What follows belongs to an exercise in optimizing a design on an open flow for small area and a short achievable clock period; a production flow would make more cautious choices. The RTL was checked by simulation tests, not by an equivalence proof against the original design. Power figures rest on the tool's default switching activity, not on a simulated workload.

## flow/config.mk

```make
export PLATFORM = sky130hd
export DESIGN_NAME = lane_hough
export DESIGN_NICKNAME = lane_hough
export VERILOG_FILES = /design/flow/design.v
export SDC_FILE = /design/flow/constraint.sdc
export NUM_CORES = 4
export LEC_CHECK = 0
export CAP_MARGIN = 20
export CORE_MARGIN = 2
export CORE_UTILIZATION = 40
export SLEW_MARGIN = 20
```

## flow/constraint.sdc

```tcl
create_clock -name core_clock -period 7.0 [get_ports {clk}]
set_input_delay 1.4000 -clock core_clock [delete_from_list [all_inputs] [get_ports {clk}]]
set_output_delay 1.4000 -clock core_clock [all_outputs]
set_load 0.01 [all_outputs]
```

## flow/design.v

```verilog
`timescale 1ns / 1ps
module line_buffer1
#(parameter  h_fpga = 150, w_fpga = 450,
msb_x = 8, msb_y = 7, msb_address_camera = 16,  
msb_gradien = 9, msb_phi = 6, msb_cordic_phi = 15,
thresh_gradien_add = 10,
thresh_gradien_sqrt = 16,  
dx_min = 5, dx_max = 50,
msb_rho = 8,                     
phi_min = 5, phi_max = 75, phi_min_ram = 0, phi_max_ram = phi_max,
rho_min = 12, rho_max = 60, rho_min_ram = 0, rho_max_ram = rho_max,
msb_number_vote = 8,
msb_address_bkram = ((msb_rho-3+1) + (msb_phi+1) - 1),
msb_depth_ram = 8192,  
msb_sin = 9, msb_cos = 9,
DEPTH = 16, W = 450,
T = 2.2
)
(clk, new_pixel, gray3x3_out);
input[7:0] new_pixel;
input clk;
output[71:0] gray3x3_out;
integer i;
reg[7:0] fifo_0[0:W-1], fifo_1[0:W-1];
reg[7:0] g1, g2, g3;
wire[7:0] g4, g5, g6, g7, g8, g9;
always @(posedge clk) begin
    fifo_0[0] <= new_pixel;
    fifo_1[0] <= fifo_0[W-1];
    for(i = 1; i < W; i = i +1) begin
        fifo_0[i] <= fifo_0[i-1];
        fifo_1[i] <= fifo_1[i-1];
    end      
end
always @(posedge clk) begin    
    g3 <= fifo_1[W-1];
    g2 <= g3;
    g1 <= g2;
end
assign g9 = fifo_0[0], g8 = fifo_0[1], g7 = fifo_0[2];
assign g6 = fifo_1[0], g5 = fifo_1[1], g4 = fifo_1[2];
assign gray3x3_out= {g1,g2,g3,g4,g5,g6,g7,g8,g9};
endmodule  
`timescale 1ns / 1ps
module gaussian(clk, gray3x3_in, gray_after_filter);
input clk;
input[71:0] gray3x3_in;
output[7:0] gray_after_filter;
wire[7:0] g1,g2,g3,g4,g5,g6,g7,g8,g9;
reg[7:0] pl_a5, pl_a6, pl_g5;
assign {g1,g2,g3,g4,g5,g6,g7,g8,g9} = gray3x3_in;
assign gray_after_filter = pl_a5 + pl_g5 + pl_a6;
always @(posedge clk) begin
    pl_a5 <= ((g1>>4) + (g3>>4)) + ((g7>>4) + (g9>>4));
    pl_a6 <= ((g2>>3) + (g4>>3)) + ((g6>>3) + (g8>>3));
    pl_g5 <= (g5>>2);
end
endmodule  
`timescale 1ns / 1ps
module line_buffer2
#(parameter  h_fpga = 150, w_fpga = 450,
msb_x = 8, msb_y = 7, msb_address_camera = 16,  
msb_gradien = 9, msb_phi = 6, msb_cordic_phi = 15,
thresh_gradien_add = 10,
thresh_gradien_sqrt = 16,  
dx_min = 5, dx_max = 50,
msb_rho = 8,                     
phi_min = 5, phi_max = 75, phi_min_ram = 0, phi_max_ram = phi_max,
rho_min = 12, rho_max = 60, rho_min_ram = 0, rho_max_ram = rho_max,
msb_number_vote = 8,
msb_address_bkram = ((msb_rho-3+1) + (msb_phi+1) - 1),
msb_depth_ram = 8192,  
msb_sin = 9, msb_cos = 9,
DEPTH = 16, W = 450,
T = 2.2
)
(clk, gray_after_filter, gray3x3_out);
input[7:0] gray_after_filter;
input clk;
output[71:0] gray3x3_out;
integer i;
reg[7:0] fifo_0[0:W-1], fifo_1[0:W-1];
reg[7:0] g1, g2, g3;
wire[7:0] g4, g5, g6, g7, g8, g9;
always @(posedge clk) begin
    fifo_0[0] <= gray_after_filter;
    fifo_1[0] <= fifo_0[W-1];
    for(i = 1; i < W; i = i +1) begin
        fifo_0[i] <= fifo_0[i-1];
        fifo_1[i] <= fifo_1[i-1];
    end      
end
always @(posedge clk) begin    
    g3 <= fifo_1[W-1];
    g2 <= g3;
    g1 <= g2;
end
assign g9 = fifo_0[0], g8 = fifo_0[1], g7 = fifo_0[2];
assign g6 = fifo_1[0], g5 = fifo_1[1], g4 = fifo_1[2];
assign gray3x3_out= {g1,g2,g3,g4,g5,g6,g7,g8,g9};
endmodule  
`timescale 1ns / 1ps
module lifo_xyphi
#(parameter  h_fpga = 150, w_fpga = 450,
msb_x = 8, msb_y = 7, msb_address_camera = 16,  
msb_gradien = 9, msb_phi = 6, msb_cordic_phi = 15,
thresh_gradien_add = 10,
thresh_gradien_sqrt = 16,  
dx_min = 5, dx_max = 50,
msb_rho = 8,                     
phi_min = 5, phi_max = 75, phi_min_ram = 0, phi_max_ram = phi_max,
rho_min = 12, rho_max = 60, rho_min_ram = 0, rho_max_ram = rho_max,
msb_number_vote = 8,
msb_address_bkram = ((msb_rho-3+1) + (msb_phi+1) - 1),
msb_depth_ram = 8192,  
msb_sin = 9, msb_cos = 9,
DEPTH = 16, W = 450,
T = 2.2
)
(clk, reset, x_in, phi_in, y_in, we, re, empty, full, x_out, phi_out, y_out);
input clk, we, re, reset;
input[msb_x:0] x_in;
input[msb_phi:0] phi_in;
input[msb_y:0] y_in;
output empty, full;
output[msb_x:0] x_out;
output[msb_phi:0] phi_out;
output[msb_y:0] y_out;
reg[msb_x:0] fifo_x[0:DEPTH-1];
reg[msb_phi:0] fifo_phi[0:DEPTH-1];
reg[msb_y:0] fifo_y[0:DEPTH-1];
reg[4:0] cnt;
reg empty, full;
wire we_real;
wire re_real;
wire re_and_we_same_time;
wire empty_interal, full_interal;
assign we_real = we & ~re & ~full_interal;
assign re_real = ~we & re & ~empty_interal;
assign re_and_we_same_time = we & re;
always @(posedge clk) begin
    if(reset) cnt <= 0;
    else begin
        if(we_real) cnt <= cnt + 1;
        else if(re_real) cnt <= cnt - 1;
        else cnt <= cnt;
    end
end
always @(posedge clk) begin
    if(we_real) begin
        fifo_x[cnt[3:0]] <= x_in;
        fifo_phi[cnt[3:0]] <= phi_in;
        fifo_y[cnt[3:0]] <= y_in;
    end
end
always @(posedge clk) begin
    empty <= empty_interal;
    full <= full_interal;
end
assign full_interal = (cnt == DEPTH);
assign empty_interal = (cnt == 0);
reg[msb_x:0] x_out;
reg[msb_phi:0] phi_out;
reg[msb_y:0] y_out;
wire[3:0] cnt_m1 = cnt[3:0] - 4'd1;  
always @(posedge clk) begin
    x_out <= (re_and_we_same_time) ? x_in : fifo_x[cnt_m1];
    y_out <= (re_and_we_same_time) ? y_in : fifo_y[cnt_m1];
    phi_out <= (re_and_we_same_time) ? phi_in : fifo_phi[cnt_m1];
end
endmodule 
`timescale 1ns / 1ps
module ht_rho_phi_vote
#(parameter  h_fpga = 150, w_fpga = 450,
msb_x = 8, msb_y = 7, msb_address_camera = 16,  
msb_gradien = 9, msb_phi = 6, msb_cordic_phi = 15,
thresh_gradien_add = 10,
thresh_gradien_sqrt = 16,  
dx_min = 5, dx_max = 50,
msb_rho = 8,                     
phi_min = 5, phi_max = 75, phi_min_ram = 0, phi_max_ram = phi_max,
rho_min = 12, rho_max = 60, rho_min_ram = 0, rho_max_ram = rho_max,
msb_number_vote = 8,
msb_address_bkram = ((msb_rho-3+1) + (msb_phi+1) - 1),
msb_depth_ram = 8192,  
msb_sin = 9, msb_cos = 9,
DEPTH = 16, W = 450,
T = 2.2
)
(clk, reset, x_in, y_in, phi_in, lifo_empty, load_new_point, ht_rho_vote, ht_phi_vote, ht_valid_rho_phi_vote);
input clk, reset;
input[msb_x:0] x_in;
input[msb_y:0] y_in;
input[msb_phi:0] phi_in;
input lifo_empty;
output load_new_point;
output[msb_rho-3:0] ht_rho_vote;
output[msb_phi:0] ht_phi_vote;
output ht_valid_rho_phi_vote;
reg[2:0] ht_denta_x;  
reg[3:0] ht_denta_phi;  
reg ht_free;
wire reset_denta_x, reset_denta_phi;
wire done_loop_xphi, phi_eq_10;
wire set_ht_free, rst_ht_free;
wire load_new_point;
assign phi_eq_10 = (ht_denta_phi == 10);
assign done_loop_xphi = (ht_denta_x == 4) & phi_eq_10;
assign load_new_point = (ht_free | done_loop_xphi) & (~lifo_empty);
assign reset_denta_x = load_new_point;
assign reset_denta_phi = load_new_point | phi_eq_10;
assign set_ht_free = (done_loop_xphi & lifo_empty) | reset;
assign rst_ht_free = load_new_point;
always @(posedge clk) begin
    if(set_ht_free) begin
        ht_free <= 1;
    end else begin
        if(rst_ht_free) ht_free <= 0;
    end
end
always @(posedge clk) begin
    if(load_new_point | reset) ht_denta_x <= 0;
    else ht_denta_x <= ht_denta_x + phi_eq_10;
end
always @(posedge clk) begin
    if(load_new_point | phi_eq_10 | reset) ht_denta_phi <= 0;
    else ht_denta_phi <= ht_denta_phi + 1;
end
reg[msb_x:0] ht_x_tmp;
reg[msb_phi:0] ht_phi_tmp;
reg[msb_y:0] ht_y1, ht_y2, ht_y3;
always @(posedge clk) begin
    if(load_new_point) begin
        ht_x_tmp <= x_in - 2;
        ht_phi_tmp <= phi_in - 5;
        ht_y1 <= y_in;
    end
end
wire[msb_sin:0] ht_sin_fxp;
wire[msb_cos:0] ht_cos_fxp;
reg[msb_phi:0] ht_phi_loop;
reg[msb_x:0] ht_x_loop, ht_x_loop_1;
reg[msb_x:0] ht_m1_x;
reg[msb_phi:0] ht_phi1, ht_phi2, ht_phi3, ht_phi4;
reg[msb_y:0] ht_m2_y;
reg[msb_sin:0] ht_m2_sin;
reg[msb_cos:0] ht_m1_cos;
always @(posedge clk) begin
    ht_phi_loop <= ht_phi_tmp + ht_denta_phi;
end
lut_sin md_lut_sin(.clk(clk), .phi_in(ht_phi_loop), .sin(ht_sin_fxp));
lut_cos md_lut_cos(.clk(clk), .phi_in(ht_phi_loop), .cos(ht_cos_fxp));
always @(posedge clk) begin
    ht_x_loop <= ht_x_tmp + ht_denta_x;
    ht_x_loop_1 <= ht_x_loop;
    ht_y2 <= ht_y1;
    ht_y3 <= ht_y2;
end
always @(posedge clk) begin
    ht_m1_x <= ht_x_loop_1;
    ht_m2_y <= ht_y3;
    ht_m1_cos <= ht_cos_fxp;
    ht_m2_sin <= ht_sin_fxp;
end
reg[(msb_rho*2+1):0] ht_m1, ht_m2;
reg[msb_rho-3:0] ht_rho;
always @(posedge clk) begin
    ht_m1 <= ht_m1_cos * {1'b0, ht_m1_x};
    ht_m2 <= ht_m2_sin * {2'b0, ht_m2_y};
    ht_rho <= ((ht_m1[(msb_rho*2+1):10] + ht_m2[(msb_rho*2+1):10]) >> 3);
end
always @(posedge clk) begin
    ht_phi1 <= ht_phi_loop;
    ht_phi2 <= ht_phi1;
    ht_phi3 <= ht_phi2;
    ht_phi4 <= ht_phi3;
end
reg ht_valid_gen_xyphi1, ht_valid_gen_xyphi2, ht_valid_gen_xyphi3, ht_valid_gen_xyphi4, ht_valid_gen_xyphi5;
always @(posedge clk) begin
    ht_valid_gen_xyphi1 <= ~ht_free;
    ht_valid_gen_xyphi2 <= ht_valid_gen_xyphi1;
    ht_valid_gen_xyphi3 <= ht_valid_gen_xyphi2;
    ht_valid_gen_xyphi4 <= ht_valid_gen_xyphi3;
    ht_valid_gen_xyphi5 <= ht_valid_gen_xyphi4;
end
assign ht_rho_vote = ht_rho;
assign ht_phi_vote = ht_phi4;
assign ht_valid_rho_phi_vote = ht_valid_gen_xyphi5;  
endmodule  
`timescale 1ns / 1ps
module lut_sin
#(parameter  h_fpga = 150, w_fpga = 450,
msb_x = 8, msb_y = 7, msb_address_camera = 16,  
msb_gradien = 9, msb_phi = 6, msb_cordic_phi = 15,
thresh_gradien_add = 10,
thresh_gradien_sqrt = 16,  
dx_min = 5, dx_max = 50,
msb_rho = 8,                     
phi_min = 5, phi_max = 75, phi_min_ram = 0, phi_max_ram = phi_max,
rho_min = 12, rho_max = 60, rho_min_ram = 0, rho_max_ram = rho_max,
msb_number_vote = 8,
msb_address_bkram = ((msb_rho-3+1) + (msb_phi+1) - 1),
msb_depth_ram = 8192,  
msb_sin = 9, msb_cos = 9,
DEPTH = 16, W = 450,
T = 2.2
)
(clk, phi_in, sin);
input clk;
input[msb_phi:0] phi_in;
output[msb_sin:0] sin;
reg[msb_sin:0] sin_q;
always @(posedge clk) begin
    case (phi_in)
    7'd0: sin_q <= 10'b0000000000;  
    7'd1: sin_q <= 10'b0000010001;  
    7'd2: sin_q <= 10'b0000100011;  
    7'd3: sin_q <= 10'b0000110101;  
    7'd4: sin_q <= 10'b0001000111;  
    7'd5: sin_q <= 10'b0001011001;  
    7'd6: sin_q <= 10'b0001101011;  
    7'd7: sin_q <= 10'b0001111100;  
    7'd8: sin_q <= 10'b0010001110;  
    7'd9: sin_q <= 10'b0010100000;  
    7'd10: sin_q <= 10'b0010110001;  
    7'd11: sin_q <= 10'b0011000011;  
    7'd12: sin_q <= 10'b0011010100;  
    7'd13: sin_q <= 10'b0011100110;  
    7'd14: sin_q <= 10'b0011110111;  
    7'd15: sin_q <= 10'b0100001001;  
    7'd16: sin_q <= 10'b0100011010;  
    7'd17: sin_q <= 10'b0100101011;  
    7'd18: sin_q <= 10'b0100111100;  
    7'd19: sin_q <= 10'b0101001101;  
    7'd20: sin_q <= 10'b0101011110;  
    7'd21: sin_q <= 10'b0101101110;  
    7'd22: sin_q <= 10'b0101111111;  
    7'd23: sin_q <= 10'b0110010000;  
    7'd24: sin_q <= 10'b0110100000;  
    7'd25: sin_q <= 10'b0110110000;  
    7'd26: sin_q <= 10'b0111000000;  
    7'd27: sin_q <= 10'b0111010000;  
    7'd28: sin_q <= 10'b0111100000;  
    7'd29: sin_q <= 10'b0111110000;  
    7'd30: sin_q <= 10'b0111111111;  
    7'd31: sin_q <= 10'b1000001111;  
    7'd32: sin_q <= 10'b1000011110;  
    7'd33: sin_q <= 10'b1000101101;  
    7'd34: sin_q <= 10'b1000111100;  
    7'd35: sin_q <= 10'b1001001011;  
    7'd36: sin_q <= 10'b1001011001;  
    7'd37: sin_q <= 10'b1001101000;  
    7'd38: sin_q <= 10'b1001110110;  
    7'd39: sin_q <= 10'b1010000100;  
    7'd40: sin_q <= 10'b1010010010;  
    7'd41: sin_q <= 10'b1010011111;  
    7'd42: sin_q <= 10'b1010101101;  
    7'd43: sin_q <= 10'b1010111010;  
    7'd44: sin_q <= 10'b1011000111;  
    7'd45: sin_q <= 10'b1011010100;  
    7'd46: sin_q <= 10'b1011100000;  
    7'd47: sin_q <= 10'b1011101100;  
    7'd48: sin_q <= 10'b1011111000;  
    7'd49: sin_q <= 10'b1100000100;  
    7'd50: sin_q <= 10'b1100010000;  
    7'd51: sin_q <= 10'b1100011011;  
    7'd52: sin_q <= 10'b1100100110;  
    7'd53: sin_q <= 10'b1100110001;  
    7'd54: sin_q <= 10'b1100111100;  
    7'd55: sin_q <= 10'b1101000110;  
    7'd56: sin_q <= 10'b1101010000;  
    7'd57: sin_q <= 10'b1101011010;  
    7'd58: sin_q <= 10'b1101100100;  
    7'd59: sin_q <= 10'b1101101101;  
    7'd60: sin_q <= 10'b1101110110;  
    7'd61: sin_q <= 10'b1101111111;  
    7'd62: sin_q <= 10'b1110001000;  
    7'd63: sin_q <= 10'b1110010000;  
    7'd64: sin_q <= 10'b1110011000;  
    7'd65: sin_q <= 10'b1110100000;  
    7'd66: sin_q <= 10'b1110100111;  
    7'd67: sin_q <= 10'b1110101110;  
    7'd68: sin_q <= 10'b1110110101;  
    7'd69: sin_q <= 10'b1110111011;  
    7'd70: sin_q <= 10'b1111000010;  
    7'd71: sin_q <= 10'b1111001000;  
    7'd72: sin_q <= 10'b1111001101;  
    7'd73: sin_q <= 10'b1111010011;  
    7'd74: sin_q <= 10'b1111011000;  
    7'd75: sin_q <= 10'b1111011101;  
    default: sin_q <= 10'b0000000000;
    endcase
end
assign sin = sin_q;
endmodule  
`timescale 1ns / 1ps
module lut_cos
#(parameter  h_fpga = 150, w_fpga = 450,
msb_x = 8, msb_y = 7, msb_address_camera = 16,  
msb_gradien = 9, msb_phi = 6, msb_cordic_phi = 15,
thresh_gradien_add = 10,
thresh_gradien_sqrt = 16,  
dx_min = 5, dx_max = 50,
msb_rho = 8,                     
phi_min = 5, phi_max = 75, phi_min_ram = 0, phi_max_ram = phi_max,
rho_min = 12, rho_max = 60, rho_min_ram = 0, rho_max_ram = rho_max,
msb_number_vote = 8,
msb_address_bkram = ((msb_rho-3+1) + (msb_phi+1) - 1),
msb_depth_ram = 8192,  
msb_sin = 9, msb_cos = 9,
DEPTH = 16, W = 450,
T = 2.2
)
(clk, phi_in, cos);
input clk;
input[msb_phi:0] phi_in;
output[msb_cos:0] cos;
reg[msb_cos:0] cos_q;
always @(posedge clk) begin
    case (phi_in)
    7'd0: cos_q <= 10'b1111111111;  
    7'd1: cos_q <= 10'b1111111111;  
    7'd2: cos_q <= 10'b1111111111;  
    7'd3: cos_q <= 10'b1111111110;  
    7'd4: cos_q <= 10'b1111111101;  
    7'd5: cos_q <= 10'b1111111100;  
    7'd6: cos_q <= 10'b1111111010;  
    7'd7: cos_q <= 10'b1111111000;  
    7'd8: cos_q <= 10'b1111110110;  
    7'd9: cos_q <= 10'b1111110011;  
    7'd10: cos_q <= 10'b1111110000;  
    7'd11: cos_q <= 10'b1111101101;  
    7'd12: cos_q <= 10'b1111101001;  
    7'd13: cos_q <= 10'b1111100101;  
    7'd14: cos_q <= 10'b1111100001;  
    7'd15: cos_q <= 10'b1111011101;  
    7'd16: cos_q <= 10'b1111011000;  
    7'd17: cos_q <= 10'b1111010011;  
    7'd18: cos_q <= 10'b1111001101;  
    7'd19: cos_q <= 10'b1111001000;  
    7'd20: cos_q <= 10'b1111000010;  
    7'd21: cos_q <= 10'b1110111011;  
    7'd22: cos_q <= 10'b1110110101;  
    7'd23: cos_q <= 10'b1110101110;  
    7'd24: cos_q <= 10'b1110100111;  
    7'd25: cos_q <= 10'b1110100000;  
    7'd26: cos_q <= 10'b1110011000;  
    7'd27: cos_q <= 10'b1110010000;  
    7'd28: cos_q <= 10'b1110001000;  
    7'd29: cos_q <= 10'b1101111111;  
    7'd30: cos_q <= 10'b1101110110;  
    7'd31: cos_q <= 10'b1101101101;  
    7'd32: cos_q <= 10'b1101100100;  
    7'd33: cos_q <= 10'b1101011010;  
    7'd34: cos_q <= 10'b1101010000;  
    7'd35: cos_q <= 10'b1101000110;  
    7'd36: cos_q <= 10'b1100111100;  
    7'd37: cos_q <= 10'b1100110001;  
    7'd38: cos_q <= 10'b1100100110;  
    7'd39: cos_q <= 10'b1100011011;  
    7'd40: cos_q <= 10'b1100010000;  
    7'd41: cos_q <= 10'b1100000100;  
    7'd42: cos_q <= 10'b1011111000;  
    7'd43: cos_q <= 10'b1011101100;  
    7'd44: cos_q <= 10'b1011100000;  
    7'd45: cos_q <= 10'b1011010100;  
    7'd46: cos_q <= 10'b1011000111;  
    7'd47: cos_q <= 10'b1010111010;  
    7'd48: cos_q <= 10'b1010101101;  
    7'd49: cos_q <= 10'b1010011111;  
    7'd50: cos_q <= 10'b1010010010;  
    7'd51: cos_q <= 10'b1010000100;  
    7'd52: cos_q <= 10'b1001110110;  
    7'd53: cos_q <= 10'b1001101000;  
    7'd54: cos_q <= 10'b1001011001;  
    7'd55: cos_q <= 10'b1001001011;  
    7'd56: cos_q <= 10'b1000111100;  
    7'd57: cos_q <= 10'b1000101101;  
    7'd58: cos_q <= 10'b1000011110;  
    7'd59: cos_q <= 10'b1000001111;  
    7'd60: cos_q <= 10'b1000000000;  
    7'd61: cos_q <= 10'b0111110000;  
    7'd62: cos_q <= 10'b0111100000;  
    7'd63: cos_q <= 10'b0111010000;  
    7'd64: cos_q <= 10'b0111000000;  
    7'd65: cos_q <= 10'b0110110000;  
    7'd66: cos_q <= 10'b0110100000;  
    7'd67: cos_q <= 10'b0110010000;  
    7'd68: cos_q <= 10'b0101111111;  
    7'd69: cos_q <= 10'b0101101110;  
    7'd70: cos_q <= 10'b0101011110;  
    7'd71: cos_q <= 10'b0101001101;  
    7'd72: cos_q <= 10'b0100111100;  
    7'd73: cos_q <= 10'b0100101011;  
    7'd74: cos_q <= 10'b0100011010;  
    7'd75: cos_q <= 10'b0100001001;  
    default: cos_q <= 10'b0000000000;
    endcase
end
assign cos = cos_q;
endmodule  
`timescale 1ns / 1ps
module lane_hough
#(parameter  h_fpga = 150, w_fpga = 64,  
msb_x = 8, msb_y = 7, msb_address_camera = 16,  
msb_gradien = 9, msb_phi = 6, msb_cordic_phi = 15,
thresh_gradien_add = 10,
thresh_gradien_sqrt = 16,  
dx_min = 5, dx_max = 50,
msb_rho = 8,                     
phi_min = 5, phi_max = 75, phi_min_ram = 0, phi_max_ram = phi_max,
rho_min = 12, rho_max = 60, rho_min_ram = 0, rho_max_ram = rho_max,
msb_number_vote = 8,
msb_address_bkram = ((msb_rho-3+1) + (msb_phi+1) - 1),
msb_depth_ram = 8192,  
msb_sin = 9, msb_cos = 9,
DEPTH = 16, W = 450,
T = 2.2
)
(clk, reset, in_xy_valid, in_new_pixel, in_x_nms, in_y_nms, in_end_one_row, out_rho_vote, out_phi_vote, out_vote_valid);
input clk, reset;
input[7:0] in_new_pixel;
input[msb_x:0] in_x_nms;
input[msb_y:0] in_y_nms;
input in_xy_valid;
input in_end_one_row;
output[(msb_rho-3):0] out_rho_vote;
output[msb_phi:0] out_phi_vote;
output out_vote_valid;
reg[7:0] new_pixel;
reg end_one_row;
reg[msb_x:0] x_nms1, x_nms2, x_nms3, x_nms4, x_nms5, x_nms6, x_nms7, x_nms8, x_nms9, x_nms10, x_nms11;
reg[msb_y:0] y_nms1, y_nms2, y_nms3, y_nms4, y_nms5, y_nms6, y_nms7, y_nms8, y_nms9, y_nms10, y_nms11, y_nms12, y_nms13;
reg end_one_row1, end_one_row2, end_one_row3, end_one_row4, end_one_row5, end_one_row6, end_one_row7, end_one_row8, end_one_row9, end_one_row10, end_one_row11; 
reg xy_valid1, xy_valid2, xy_valid3, xy_valid4, xy_valid5, xy_valid6, xy_valid7, xy_valid8, xy_valid9, xy_valid10, xy_valid11, xy_valid12;
wire[8*9-1:0] w3x3_first, w3x3_second;
wire[7:0] gray_after_filter;
reg[7:0] g1,g2,g3,g4,g5,g6,g7,g8,g9;
reg[msb_gradien:0] sbx_a1, sbx_a2, sbx_a3, sbx_a4, sbx_a5, sbx_a6;
reg sbx_sign_gx;
reg[msb_gradien:0] sbx_mux1;
reg[msb_gradien:0] sby_a1, sby_a2, sby_a3, sby_a4, sby_a5, sby_a6;
reg sby_sign_gy;
reg[msb_gradien:0] sby_mux1;
reg[msb_gradien:0] cd_y1, cd_y2, cd_y3, cd_y4, cd_y5, cd_y6;
reg[msb_gradien:0] cd_x1, cd_x2, cd_x3, cd_x4, cd_x5, cd_x6, cd_x7;
reg[msb_cordic_phi:0] cd_phi2, cd_phi3, cd_phi4, cd_phi5, cd_phi6;
reg[msb_phi:0] cd_phi7, cd_phi8;
reg cd_signy1, cd_signy2, cd_signy3, cd_signy4, cd_signy5, cd_signy6;
wire flag_left; 
reg ck_angle_left;
reg ck_angle_right;
reg ck_angle_in_roi_1;
reg ck_angle_in_roi_2;
reg ck_angle_in_roi_3;
reg ck_angle_in_roi_4;
reg ck_angle_in_roi_5;
reg ck_angle_in_roi_6;
reg ck_angle_in_roi_7;
reg ck_gadd_1;
reg ck_gadd_2;
reg ck_gadd_3;
reg ck_gadd_4;
reg ck_gadd_5;
reg ck_gadd_6;
reg ck_g_phi;
reg nms_ckgphi_g4;
reg nms_ckgphi_g5;
reg nms_ckgphi_g456;
reg[msb_gradien:0] nms_gadd_g4;
reg nms_gadd_sign_g54;
reg nms_gadd_g456_1;
reg nms_gadd_g456_2;
reg nms_gadd_g456_3;
reg nms_gadd_g456_4;
reg nms_gadd_g456_5;
reg nms_gadd_g456_6;
reg[msb_gradien:0] nms_gadd_g5_sub_g4;
reg nms_all;
reg[msb_phi:0] phiavg_1, phiavg_2, phiavg_3;
reg[7:0] rf_g4_sub_g5;
reg[7:0] rf_g5_sub_g6;
reg rf_g45_eq0, rf_g45_sign;
reg rf_g56_eq0, rf_g56_sign;
reg rf_flag_rise_1, rf_flag_rise_2, rf_flag_rise_3, rf_flag_rise_4, rf_flag_rise_5, rf_flag_rise_6, rf_flag_rise_7, rf_flag_rise_8, rf_flag_rise_9;  
reg rf_flag_fall_1, rf_flag_fall_2, rf_flag_fall_3, rf_flag_fall_4, rf_flag_fall_5, rf_flag_fall_6, rf_flag_fall_7, rf_flag_fall_8, rf_flag_fall_9;
reg rf_flag_rise_all;
reg rf_flag_fall_all;
reg lp_edge_rise, lp_edge_fall, lp_flag_rised, lp_valid1, lp_valid2;
reg[msb_x:0] lp_x, lp_x_mid, lp_denta_x;
reg[msb_phi:0] lp_phi, lp_phi_mid;
reg lp_check_width;
wire lifo_read, lifo_empty, lifo_full;
wire[msb_x:0] lifo_x;
wire[msb_phi:0] lifo_phi;
wire[msb_y:0] lifo_y;
wire[msb_rho-3:0] ht_rho_vote;
wire[msb_phi:0] ht_phi_vote;
wire ht_valid_rho_phi_vote;
always @(posedge clk) begin
    new_pixel <= in_new_pixel;
end
always @(posedge clk) begin
    x_nms1 <= in_x_nms;
    x_nms2 <= x_nms1;
    x_nms3 <= x_nms2;
    x_nms4 <= x_nms3;
    x_nms5 <= x_nms4;
    x_nms6 <= x_nms5;
    x_nms7 <= x_nms6;
    x_nms8 <= x_nms7;
    x_nms9 <= x_nms8;
    x_nms10 <= x_nms9;
    x_nms11 <= x_nms10;
end
always @(posedge clk) begin
    y_nms1 <= in_y_nms;
    y_nms2 <= y_nms1;
    y_nms3 <= y_nms2;
    y_nms4 <= y_nms3;
    y_nms5 <= y_nms4;
    y_nms6 <= y_nms5;
    y_nms7 <= y_nms6;
    y_nms8 <= y_nms7;
    y_nms9 <= y_nms8;
    y_nms10 <= y_nms9;
    y_nms11 <= y_nms10;
    y_nms12 <= y_nms11;
    y_nms13 <= y_nms12;
end
always @(posedge clk) begin
    xy_valid1 <= in_xy_valid;
    xy_valid2 <= xy_valid1;
    xy_valid3 <= xy_valid2;
    xy_valid4 <= xy_valid3;
    xy_valid5 <= xy_valid4;
    xy_valid6 <= xy_valid5;
    xy_valid7 <= xy_valid6;
    xy_valid8 <= xy_valid7;
    xy_valid9 <= xy_valid8;
    xy_valid10 <= xy_valid9;
    xy_valid11 <= xy_valid10;
    xy_valid12 <= xy_valid11;
end
always @(posedge clk) begin
    end_one_row1 <= in_end_one_row;
    end_one_row2 <= end_one_row1;
    end_one_row3 <= end_one_row2;
    end_one_row4 <= end_one_row3;
    end_one_row5 <= end_one_row4;
    end_one_row6 <= end_one_row5;
    end_one_row7 <= end_one_row6;
    end_one_row8 <= end_one_row7;
    end_one_row9 <= end_one_row8;
    end_one_row10 <= end_one_row9;
    end_one_row11 <= end_one_row10;
end
line_buffer1 #(.W(w_fpga)) line_buffer1_md(.clk(clk), .new_pixel(new_pixel), .gray3x3_out(w3x3_first));
gaussian gaussian_md(.clk(clk), .gray3x3_in(w3x3_first), .gray_after_filter(gray_after_filter));
line_buffer2 #(.W(w_fpga)) line_buffer2_md(.clk(clk), .gray_after_filter(gray_after_filter), .gray3x3_out(w3x3_second));
always @(posedge clk) begin
    {g1, g2, g3, g4, g5, g6, g7, g8, g9} <= w3x3_second;
end
always @(posedge clk) begin
    sbx_a2 <= g3 + g9 + (g6 << 1);
    sbx_a4 <= g1 + g7 + (g4 << 1);
end
always @(*) begin
    sbx_a5 <= sbx_a2 - sbx_a4;
    sbx_a6 <= sbx_a4 - sbx_a2;
    sbx_sign_gx <= sbx_a5[msb_gradien];
    sbx_mux1 <= (sbx_sign_gx) ? sbx_a6 : sbx_a5;
end
always @(posedge clk) begin
    sby_a2 <= g7 + g9 + (g8 << 1);
    sby_a4 <= g1 + g3 + (g2 << 1);
end
always @(*) begin
    sby_a5 <= sby_a2 - sby_a4;
    sby_a6 <= sby_a4 - sby_a2;
    sby_sign_gy <= sby_a5[msb_gradien];
    sby_mux1 <= (sby_sign_gy) ? sby_a6 : sby_a5;
end
always @(*) begin
    cd_signy1 <= cd_y1[msb_gradien];
    cd_signy2 <= cd_y2[msb_gradien];
    cd_signy3 <= cd_y3[msb_gradien];
    cd_signy4 <= cd_y4[msb_gradien];
    cd_signy5 <= cd_y5[msb_gradien];
    cd_signy6 <= cd_y6[msb_gradien];
end
wire[msb_cordic_phi:0] cd_romphi[0:6];  
assign cd_romphi[0] = 16'b0101101000000000;  
assign cd_romphi[1] = 16'b0011010100100001;  
assign cd_romphi[2] = 16'b0001110000010010;  
assign cd_romphi[3] = 16'b0000111001000000;  
assign cd_romphi[4] = 16'b0000011100100111;  
assign cd_romphi[5] = 16'b0000001110010100;  
assign cd_romphi[6] = 16'b0000000111001010;  
always @(posedge clk) begin
    cd_y1 <= sby_mux1 - sbx_mux1;
    cd_x1 <= sbx_mux1 + sby_mux1;
    cd_y2 <= (cd_signy1) ? cd_y1 + (cd_x1 >> 1) : cd_y1 - (cd_x1 >> 1);
    cd_x2 <= (cd_signy1) ? cd_x1 - (cd_y1 >> 1) : cd_x1 + (cd_y1 >> 1);
    cd_phi2 <= (cd_signy1) ? cd_romphi[0] + cd_romphi[1] : cd_romphi[0] - cd_romphi[1];
    cd_y3 <= (cd_signy2) ? cd_y2 + (cd_x2 >> 2) : cd_y2 - (cd_x2 >> 2);
    cd_x3 <= (cd_signy2) ? cd_x2 - (cd_y2 >> 2) : cd_x2 + (cd_y2 >> 2);
    cd_phi3 <= (cd_signy2) ? cd_phi2 + cd_romphi[2] : cd_phi2 - cd_romphi[2];
    cd_y4 <= (cd_signy3) ? cd_y3 + (cd_x3 >> 3) : cd_y3 - (cd_x3 >> 3);
    cd_x4 <= (cd_signy3) ? cd_x3 - (cd_y3 >> 3) : cd_x3 + (cd_y3 >> 3);
    cd_phi4 <= (cd_signy3) ? cd_phi3 + cd_romphi[3] : cd_phi3 - cd_romphi[3];
    cd_y5 <= (cd_signy4) ? cd_y4 + (cd_x4 >> 4) : cd_y4 - (cd_x4 >> 4);
    cd_x5 <= (cd_signy4) ? cd_x4 - (cd_y4 >> 4) : cd_x4 + (cd_y4 >> 4);
    cd_phi5 <= (cd_signy4) ? cd_phi4 + cd_romphi[4] : cd_phi4 - cd_romphi[4];
    cd_y6 <= (cd_signy5) ? cd_y5 + (cd_x5 >> 5) : cd_y5 - (cd_x5 >> 5);
    cd_x6 <= (cd_signy5) ? cd_x5 - (cd_y5 >> 5) : cd_x5 + (cd_y5 >> 5);
    cd_phi6 <= (cd_signy5) ? cd_phi5 + cd_romphi[5] : cd_phi5 - cd_romphi[5];
    cd_x7 <= (cd_signy6) ? (cd_x6 - (cd_y6 >> 6)) : (cd_x6 + (cd_y6 >> 6));
    cd_phi7 <= (cd_signy6) ? (cd_phi6[15:9] + cd_romphi[6][15:9]) : (cd_phi6[15:9] - cd_romphi[6][15:9]);
end
always @(*) begin
    cd_phi8 <= 90 - cd_phi7;
end
assign flag_left = 1'b1;
always @(*) begin
    ck_angle_left = ~(sbx_sign_gx ^ sby_sign_gy);
    ck_angle_right = ~ck_angle_left;
end
always @(posedge clk) begin
    ck_angle_in_roi_1 <= (flag_left) ? ck_angle_left : ck_angle_right;
    ck_angle_in_roi_2 <= ck_angle_in_roi_1;
    ck_angle_in_roi_3 <= ck_angle_in_roi_2;
    ck_angle_in_roi_4 <= ck_angle_in_roi_3;
    ck_angle_in_roi_5 <= ck_angle_in_roi_4;
    ck_angle_in_roi_6 <= ck_angle_in_roi_5;
    ck_angle_in_roi_7 <= ck_angle_in_roi_6;
end
always @(posedge clk) begin
    ck_gadd_1 <= (cd_x1 > thresh_gradien_add);
    ck_gadd_2 <= ck_gadd_1;
    ck_gadd_3 <= ck_gadd_2;
    ck_gadd_4 <= ck_gadd_3;
    ck_gadd_5 <= ck_gadd_4;
    ck_gadd_6 <= ck_gadd_5;
end
always @(*) begin
    ck_g_phi <= ck_angle_in_roi_7 & ck_gadd_6 & (cd_phi8 > phi_min) & (cd_phi8 < phi_max);
    nms_ckgphi_g456 <= ck_g_phi & nms_ckgphi_g5 & nms_ckgphi_g4;
end
always @(posedge clk) begin
    nms_ckgphi_g5 <= ck_g_phi;
    nms_ckgphi_g4 <= nms_ckgphi_g5;
end
always @(*) begin
    nms_gadd_g5_sub_g4 <= cd_x1 - nms_gadd_g4;
end
always @(posedge clk) begin
    nms_gadd_g4 <= cd_x1; 
    nms_gadd_sign_g54 <= (nms_gadd_g5_sub_g4 == 0) | nms_gadd_g5_sub_g4[msb_gradien];
    nms_gadd_g456_1 <= nms_gadd_g5_sub_g4[msb_gradien] & (~nms_gadd_sign_g54);
    nms_gadd_g456_2 <= nms_gadd_g456_1;
    nms_gadd_g456_3 <= nms_gadd_g456_2;
    nms_gadd_g456_4 <= nms_gadd_g456_3;
    nms_gadd_g456_5 <= nms_gadd_g456_4;
    nms_gadd_g456_6 <= nms_gadd_g456_5;
end
always @(*) begin
    nms_all <= nms_gadd_g456_6 & nms_ckgphi_g456;
end
always @(*) begin
    phiavg_3 <= (cd_phi8 >> 2) + (phiavg_1 >> 1) + (phiavg_2 >> 2);
end
always @(posedge clk) begin
    phiavg_1 <= cd_phi8;
    phiavg_2 <= phiavg_1;
end
always @(*) begin
    rf_g4_sub_g5 <= g4 - g5;
    rf_g5_sub_g6 <= g5 - g6;
end
always @(posedge clk) begin
    rf_g45_eq0 <= (rf_g4_sub_g5 == 0);
    rf_g45_sign <= rf_g4_sub_g5[7];
    rf_g56_eq0 <= (rf_g5_sub_g6 == 0);
    rf_g56_sign <= rf_g5_sub_g6[7];
end
always @(posedge clk) begin
    rf_flag_rise_1 <= (rf_g45_eq0 | rf_g45_sign) & (rf_g56_eq0 | rf_g56_sign);
    rf_flag_rise_2 <= rf_flag_rise_1;
    rf_flag_rise_3 <= rf_flag_rise_2;
    rf_flag_rise_4 <= rf_flag_rise_3;
    rf_flag_rise_5 <= rf_flag_rise_4;
    rf_flag_rise_6 <= rf_flag_rise_5;
    rf_flag_rise_7 <= rf_flag_rise_6;
    rf_flag_rise_8 <= rf_flag_rise_7;
    rf_flag_rise_9 <= rf_flag_rise_8;
end
always @(posedge clk) begin
    rf_flag_fall_1 <= ~(rf_g45_sign | rf_g56_sign);
    rf_flag_fall_2 <= rf_flag_fall_1;
    rf_flag_fall_3 <= rf_flag_fall_2;
    rf_flag_fall_4 <= rf_flag_fall_3;
    rf_flag_fall_5 <= rf_flag_fall_4;
    rf_flag_fall_6 <= rf_flag_fall_5;
    rf_flag_fall_7 <= rf_flag_fall_6;
    rf_flag_fall_8 <= rf_flag_fall_7;
    rf_flag_fall_9 <= rf_flag_fall_8;
end
always @(*) begin
    rf_flag_rise_all <= rf_flag_rise_7 & rf_flag_rise_8 & rf_flag_rise_9;
    rf_flag_fall_all <= rf_flag_fall_7 & rf_flag_fall_8 & rf_flag_fall_9;
end
always @(*) begin
    lp_edge_rise <= nms_all & rf_flag_rise_all;
    lp_edge_fall <= nms_all & rf_flag_fall_all;
    lp_valid1 <= lp_flag_rised & lp_edge_fall;
    lp_denta_x <= x_nms11 - lp_x;
    lp_check_width <= (lp_denta_x > dx_min) & (lp_denta_x < dx_max);
end
always @(posedge clk) begin
    if(lp_edge_rise) begin
        lp_x <= x_nms11;
        lp_phi <= phiavg_3;
    end 
    lp_flag_rised <= (lp_edge_rise) ? 1'b1 : (lp_edge_fall | end_one_row11) ? 1'b0 : lp_flag_rised;
end
always @(posedge clk) begin
    lp_valid2 <= lp_valid1 & xy_valid12 & lp_check_width;  
    lp_x_mid <= (lp_x >> 1) + (x_nms11 >> 1);
    lp_phi_mid <= (lp_phi >> 1) + (phiavg_3 >> 1);
end
lifo_xyphi md_lifo_xyphi(.clk(clk), .reset(reset), .x_in(lp_x_mid), .phi_in(lp_phi_mid), 
.y_in(y_nms13), .we(lp_valid2), .re(lifo_read), .empty(lifo_empty), 
.full(lifo_full), .x_out(lifo_x), .phi_out(lifo_phi), .y_out(lifo_y));
ht_rho_phi_vote md_ht_rho_phi_vote(.clk(clk), .reset(reset), .x_in(lifo_x), 
.y_in(lifo_y), .phi_in(lifo_phi), .lifo_empty(lifo_empty), .load_new_point(lifo_read), 
.ht_rho_vote(ht_rho_vote), .ht_phi_vote(ht_phi_vote), .ht_valid_rho_phi_vote(ht_valid_rho_phi_vote));
assign out_rho_vote = ht_rho_vote;
assign out_phi_vote = ht_phi_vote;
assign out_vote_valid = ht_valid_rho_phi_vote;
endmodule  
```

## flow/run.sh

```bash
#!/bin/bash
# synth_recipe.tcl (not shown) runs the flow's synth.tcl, then flattens the netlist and writes it again
# the make line also repeats each setting of config.mk as NAME=value (left out here)
make -C /OpenROAD-flow-scripts/flow DESIGN_CONFIG=/design/flow/config.mk WORK_HOME=/design/flow/orfs CLKGATE_MAP_FILE= SYNTH_SCRIPT=/design/flow/synth_recipe.tcl finish
```

==> impl_metrics.env <==
export IMPL_cts_clk_slew_worst_paths_ns=0.07
export IMPL_synth_most_common_cell="dfxtp_1"
export IMPL_synth_seq_area_share_pct=72.3
export IMPL_timing_final_max_slew_violations=0
export IMPL_numPortBuffers=39
export IMPL_critical_path_arrival_ns=5.73
export IMPL_placeableCoreArea_mm2=0.214
export IMPL_grt_setup_unrepaired="false"
export IMPL_wirelength_mm=133
export IMPL_slew_headroom_pct=24.2
export IMPL_grt_first_pass_wirelength_mm=219
export IMPL_worst_r2r_path_cells=17
export IMPL_p_sw_w=0.0122
export IMPL_antenna_found_initial=4
export IMPL_worstSkewPairLatency_ns=0.92
export IMPL_endpoint_required_time_on_the_critical_path_ns=7.76
export IMPL_clock_power_share_pct=33.6
export IMPL_hold_path_startpoint="line_buffer2_md.fifo_0[39][4]$_DFF_P_"
export IMPL_routedWlPerCell_um=14.5
export IMPL_power_per_cell_area_mw_per_mm2=451
export IMPL_synth_yosys_warnings=12
export IMPL_floorplan_rows=170
export IMPL_grt_max_degree=72
export IMPL_max_cap_viol_count=0
export IMPL_fin_nets=6733
export IMPL_tritoncts_num_buffers=292
export IMPL_grt_overflow=0
export IMPL_power_share_sequential_pct=44.4
export IMPL_post_detailed_route_via_to_cell_ratio=4.43
export IMPL_worst_ir_drop_vdd_mv=0.356
export IMPL_timing_setup_tns_ns=0
export IMPL_post_cts_resized_instances=0
export IMPL_worstSetupEndpointType="flip-flop"
export IMPL_fill_cells=18400
export IMPL_syn_num_nets=6465
export IMPL_synth_enable_flop_cells=423
export IMPL_switching_share_pct=27.2
export IMPL_syn_cell_area_mm2=0.0860
export IMPL_floorplan_initialDensity_pct=40.1
export IMPL_setup_violations_final=0
export IMPL_drc=0
export IMPL_fin_worst_skew_ns=0.0700
export IMPL_worst_hold_path_type="flip-flop to flip-flop"
export IMPL_drt_first_pass_iters=5
export IMPL_synth_seq_cells=2894
export IMPL_synth_area_top_cells="dfxtp_1 (58%), edfxtp_1 (15%), ha_1 (5.8%)"
export IMPL_comb_power_share_pct=21.9
export IMPL_tritoncts_clock_tree="yes"
export IMPL_cell_internal_pwr_w=0.0327
export IMPL_initialDrtViolationCount=2166
export IMPL_vias=40600
export IMPL_postCtsHoldBufs=0
export IMPL_synth_top_cell_by_area="dfxtp_1"
export IMPL_htree_levels=5
export IMPL_yosysUniqueCellTypes=84
export IMPL_fp_dieW_um=468
export IMPL_placed_cells_incl_taps=8664
export IMPL_tightest_slew_ns=1.13
export IMPL_startpoint_of_the_lowest_slack_register_to_register_path="md_ht_rho_phi_vote.ht_m2_y[7]$_DFF_P_"
export IMPL_cts_sinks=2894
export IMPL_async_flop_share_pct=0
export IMPL_syn_avg_cell_area_um2=14.7
export IMPL_synth_flop_cell="dfxtp_1"
export IMPL_globalplace_congestion=0.780
export IMPL_worstSetupStartpointType="flip-flop"
export IMPL_hold_path_cell_count=0
export IMPL_dp_hpwl_mm=81.4
export IMPL_synthDominantCellAreaShare_pct=57.5
export IMPL_post_cts_buffers=0
export IMPL_min_period_over_period_pct=70.9
export IMPL_outcome="complete, no violations"
export IMPL_hold_violations=0
export IMPL_vias_in_the_first_global_route=41800
export IMPL_synth_top_cells_by_count="dfxtp_1 (2,471), inv_1 (433), edfxtp_1 (423), ha_1 (399), a21oi_1 (238)"
export IMPL_worstPathMaxFanout=10
export IMPL_drive_gt1_share_pct=10.3
export IMPL_number_of_standard_cells_after_synthesis=5854
export IMPL_timing_final_crit_period_ns=4.97
export IMPL_p_leak_nw=41.1
export IMPL_fin_cells=9170
export IMPL_die_area_mm2=0.219
export IMPL_grtUsageTotal_pct=12.3
export IMPL_areaGrowthSynthToFinish_pct=15.9
export IMPL_timing_fmax_mhz=201
export IMPL_fp_dieH_um=468
export IMPL_critical_path_class="flip-flop to flip-flop"
export IMPL_io_pin_count=43
export IMPL_worstSetupStartpoint="md_ht_rho_phi_vote.ht_m2_y[7]$_DFF_P_"
export IMPL_root_buffer="clkbuf_16"
export IMPL_postRouteAntennaNets=0
export IMPL_cts_path_max_buffers=4
## placed cells by master (no fill, tap or decap), types with 12 or more instances in the layout
cell             instances
and2_1                 111
a21o_1                  63
clkdlybuf4s50_1         39
a31oi_1                 23
buf_4                   21
o21bai_1                58
mux2_2                  29
a21oi_1                238
xnor2_1                191
edfxtp_1               423
inv_1                  433
o22ai_1                 13
nor2_1                 207
fa_1                   183
a211oi_1                20
nor2_4                  12
bufinv_16               15
dfxtp_1               2467
nand3_1                 19
nand2_1                193
nand2b_1                32
nor2b_1                 37
clkinv_2                39
mux4_2                  99
xor2_1                  84
clkbuf_8                56
mux2i_1                 44
nor3_1                  50
clkbuf_16              306
o21ai_0                131
o21a_1                  25
clkbuf_1                53
ha_1                   398
## final timing paths
check	slack, ns	end
setup / recovery	2.03	md_ht_rho_phi_vote.ht_m2[17]$_DFF_P_
hold / removal	0.27	line_buffer2_md.fifo_0[40][4]$_DFF_P_
setup reg to reg	2.03	md_ht_rho_phi_vote.ht_m2[17]$_DFF_P_
hold reg to reg	0.27	line_buffer2_md.fifo_0[40][4]$_DFF_P_
## registers in the layout (all words and copies together), names as in the netlist, 14 cells and up
name / count
md_lifo_xyphi.fifo_y: 128
cd_phi4: 15
line_buffer2_md.fifo_0: 512
line_buffer2_md.fifo_1: 512
line_buffer1_md.fifo_0: 384
md_lifo_xyphi.fifo_x: 144
md_lifo_xyphi.fifo_phi: 112
cd_phi5: 14
line_buffer1_md.fifo_1: 322
cd_phi3: 15
## layer usage
layer / vias up / global-route usage [%] / share of wire, %
li1: 20100 / - / -
met1: 19500 / 16.6 / 47
met2: 721 / 19.7 / 45
met3: 309 / 2.53 / 4.4
met4: 0 / 4.61 / 2.9
met5: - / 0 / 0
## metrics by stage
stage / power, W / worst slack [ns] / instance area [um^2] / hold WS [ns] / utilization [%]
detailed placement: 0.0303 / 1.98 / 90000 / 0.312 / 42.0
finish: 0.0450 / 2.03 / 99700 / 0.270 / 46.5
global route: 0.0478 / 1.62 / 99700 / 0.266 / 46.5
CTS: 0.0456 / 1.97 / 99600 / 0.260 / 46.5
floorplan: 0.0280 / 2.48 / 86000 / 0.310 / -
global placement: 0.0302 / 2.07 / 89800 / 0.309 / 41.9
## power groups by stage
stage                     combinational (W)  sequential, W  clock (W)
after floorplan                     0.00810         0.0199          0
after global routing                 0.0114         0.0202     0.0162
after detailed placement            0.00995         0.0203          0
after CTS                            0.0100         0.0200     0.0156
final                               0.00986         0.0200     0.0151
after global placement              0.00983         0.0203          0
## critical path: stages, from the launching register on
cell	delay [ns]
dfxtp_1	0.50
nand2_1	0.14
fa_1	0.54
fa_1	0.55
inv_1	0.05
fa_1	0.53
inv_1	0.05
fa_1	0.52
inv_1	0.04
ha_1	0.30
a211o_1	0.25
a21oi_1	0.19
o31ai_2	0.15
o221a_2	0.26
o31ai_1	0.33
a21boi_0	0.19
nor2_1	0.15
xnor2_1	0.13
## layout make-up
| type | instances | area (um^2) | share of cell area [%] |
|---|---|---|---|
| Antenna cell | 1 | 2.50 | 0.00251 |
| Clock buffer | 416 | 8630 | 8.66 |
| Clock inverter | 87 | 918 | 0.922 |
| Inverter | 434 | 1630 | 1.63 |
| Multi-Input combinational cell | 2431 | 21900 | 22.0 |
| Sequential cell | 2894 | 62200 | 62.4 |
| Tap cell | 2838 | 3550 | 3.56 |
| Timing Repair Buffer | 69 | 796 | 0.799 |
## cell families after synthesis
family | synth area share, %
other cells | 0.00436
compound gates | 4.90
fa+ha+maj | 10.1
mux | 3.50
flops | 72.3
xor+xnor | 2.82
buf+inv | 2.35
simple gates | 4.05

-- separate check: timing with driven ports --
How much do the figures lean on ideal ports? The routed layout below was timed once more, with nothing changed but the port constraints.
Step 1, drivers: a clkbuf_16 drives clk and a buf_2 each remaining input, both assumed.
Step 2 times the ports against the registers' clock, not the clock port: input delays grow and output delays shrink by t, the midpoint of the rising clock arrivals with the driver on.
a / b / c = ideal / step 1 / step 2; a / b = the first two.
t (ns): 0.954
setup WS [ns]: 2.035 / 2.035 / 2.035
pins driven straight from the clock port: 1
After both steps setup and hold are still met in this run. For this run, drivers alone change the setup slack by 0.000 ns; drivers and shift together by 0.000 ns.
